Context: an optimization exercise on an open-source flow, tuned for a short achievable clock period and few clock cycles. The choices shown serve that exercise and are no tape-out recipe. Only simulation tests tie the RTL to the original design; equivalence was not proved. Power is estimated from default activity; no workload was simulated.

Design cpu, start of the top module:
module cpu(
    input  wire                 clk_in,
    input  wire                 rst_in,
    input  wire                 rdy_in,
    input  wire [ 7:0]          mem_din,
    output wire [ 7:0]          mem_dout,
    output wire [31:0]          mem_a,
    output wire                 mem_wr
);
export LEC_CHECK = 0
export ABC_CLOCK_PERIOD_IN_PS = 3500
export CAP_MARGIN = 20
export CORE_MARGIN = 2
export CORE_UTILIZATION = 40
export SETUP_SLACK_MARGIN = 4.5
export SLEW_MARGIN = 20
export TNS_END_PERCENT = 50
create_clock -name core_clock -period 10.0 [get_ports {clk_in}]
run.sh (not shown) runs the stock make flow with config.mk's settings and CLKGATE_MAP_FILE= SYNTH_SCRIPT=/design/flow/synth_recipe.tcl, a recipe that flattens the netlist after the stock synthesis.
The first run produced a clean layout.
Testbench counts at the start, summed over its fixed seeds: cycles 389,836.
Next try:
--- a/flow/design.v
+++ b/flow/design.v
@@ -109,13 +109,15 @@
 reg         ldb_v;
 reg  [31:0] ldb;
 reg         dreq_r;        
 reg  [31:0] dr_addr;
 reg  [2:0]  dr_len;
 reg         dr_fill;
-wire        dwait = dreq_r || (bst == B_LD);
+reg         b_w0;          
+reg         lwait;         
+wire        dwait = dreq_r || lwait || ((bst == B_LD) && (!b_fill || !b_w0));
 reg  [31:0] sb_addr [0:SBN-1];
 reg  [31:0] sb_data [0:SBN-1];
 reg  [2:0]  sb_len  [0:SBN-1];
 reg  [1:0]  sb_head, sb_tail;
 reg  [2:0]  sb_cnt;
 wire        sb_empty = (sb_cnt == 3'd0);
@@ -262,13 +264,14 @@
 wire [2:0]     m_len = (em_f3[1:0] == 2'b00) ? 3'd1 : (em_f3[1:0] == 2'b01) ? 3'd2 : 3'd4;
 wire           m_cross = em_cross;
 wire           m_hit = dval[em_ait] && (m_ctag == m_tag) && m_cable && !m_cross;
 wire           m_ld_ok = ldb_v || m_hit;
 wire           m_ld = em_v && em_load;
 wire           m_miss = m_ld && !m_ld_ok;      
-wire           m_stall = em_v && em_store && sb_full;
+wire           m_stall = em_v && em_store && (sb_full || ((bst == B_LD) && b_fill));
+wire           m_line_busy = (bst == B_LD) && b_fill && (m_addr[16:4] == b_base[16:4]) && (m_addr[3:2] >= b_base[3:2]);
 wire [1:0]     m_off = m_addr[1:0];
 wire [7:0]     m_b0 = (m_off == 2'd0) ? m_l0 : (m_off == 2'd1) ? m_l1 :
                       (m_off == 2'd2) ? m_l2 : m_l3;
 wire [7:0]     m_b1 = (m_off == 2'd0) ? m_l1 : (m_off == 2'd1) ? m_l2 : m_l3;
 wire [7:0]     m_r0 = ldb_v ? ldb[7:0] : m_b0;
 wire [7:0]     m_r1 = ldb_v ? ldb[15:8] : m_b1;
@@ -417,12 +420,13 @@
         b_iss <= 5'd0;
         b_len <= 5'd0;
         b_rcv <= 4'd0;
         b_v1 <= 1'b0;
         b_v2 <= 1'b0;
         b_fill <= 1'b0;
+        b_w0 <= 1'b0;
         mem_wr_r <= 1'b0;
         mem_a_r <= 32'h0;
         mem_dout_r <= 8'h0;
         sb_head <= 2'd0;
     end else if (rdy) begin
         b_v2 <= b_v1;
@@ -440,12 +444,13 @@
         B_IDLE: begin
             b_rcv <= 4'd0;
             b_iss <= 5'd1;
             if (b_pick_ld) begin
                 bst <= B_LD;
                 b_fill <= dr_fill;
+                b_w0 <= 1'b0;
                 if (dr_fill) begin
                     b_base <= {dr_addr[31:2], 2'b00};
                     mem_a_r <= {dr_addr[31:2], 2'b00};
                     b_len <= 5'd16 - {1'b0, dr_addr[3:2], 2'b00};
                 end else begin
                     b_base <= dr_addr;
@@ -467,12 +472,13 @@
                 b_len <= (pc_f[1:0] == 2'b00) ? 5'd16 - {1'b0, pc_f[3:2], 2'b00} : 5'd4;
                 mem_a_r <= pc_f;
                 b_v1 <= 1'b1;
             end
         end
         B_IF, B_LD: begin
+            if (b_wdone) b_w0 <= 1'b1;
             if (b_iss != b_len) begin
                 mem_a_r <= b_base + {27'h0, b_iss};
                 b_iss <= b_iss + 5'd1;
                 b_v1 <= 1'b1;
             end
             if (b_last_rx) begin
@@ -497,12 +503,13 @@
 always @(posedge clk) begin
     if (rst) begin
         b_stale <= 1'b0;
         ibuf_v <= 1'b0;
         ldb_v <= 1'b0;
         dreq_r <= 1'b0;
+        lwait <= 1'b0;
         sb_tail <= 2'd0;
         sb_cnt <= 3'd0;
     end else begin
         if (f_moves) begin
             b_stale <= 1'b1;
             ibuf_v <= 1'b0;
@@ -511,13 +518,15 @@
         if (rdy && if_done && b_base[1:0] != 2'b00 && !b_stale && !f_moves) ibuf_v <= 1'b1;
         if (adv && m_ld) ldb_v <= 1'b0;
         if (rdy && ld_done && !b_fill) begin
             ldb_v <= 1'b1;
             ldb <= b_word_sh;
         end
-        if (m_miss) dreq_r <= 1'b1;
+        if (m_miss && !m_line_busy) dreq_r <= 1'b1;
+        if (m_miss && m_line_busy) lwait <= 1'b1;
+        else if (bst != B_LD) lwait <= 1'b0;
         if (m_ld) begin
             dr_addr <= m_addr;
             dr_len <= m_len;
             dr_fill <= m_cable && !m_cross;
         end
         if (rdy && bst == B_IDLE && b_pick_ld) dreq_r <= 1'b0;
=> The changed run completed with no timing, DRC or antenna violations; global-route usage barely changes; critical path depth went up by 14; die area stays flat; cell count barely changes; total power went up by 0.95%; routed wire length hardly moves; setup slack is worse by 0.23 ns; first-iteration DRC count went down by about 4%; clock-buffer cell count went up by 1.
Testbench counts after the change, summed over its fixed seeds: cycles 382,762.

static timing again, ports no longer ideal:
In the flow no input, the clock included, has a driving cell. The finished layouts below were timed again as built, in two steps. Step 1 assumes that a clkbuf_16 drives the clock port and a buf_2 every other input. Step 2 also shifts input and output timing later by t, the mid clock arrival at the registers, as if the neighbouring blocks saw the same clock. a / b / c = ideal / step 1 / step 2; a / b = the first two.
| run | t, ns | setup WS [ns] | slew at the worst register clock pin (ns) | worst data-port slew with drivers (ns) |
|---|---|---|---|---|
| the first run | 1.267 | 4.316 / 4.316 / 4.091 | 0.07 / 0.07 | 0.37 |
| the second run | 1.325 | 4.088 / 4.088 / 4.088 | 0.07 / 0.07 | 0.45 |
After both steps every run listed still meets setup and hold. For the first run, which loses most, drivers alone change the setup slack by 0.000 ns; drivers and shift together by -0.225 ns.
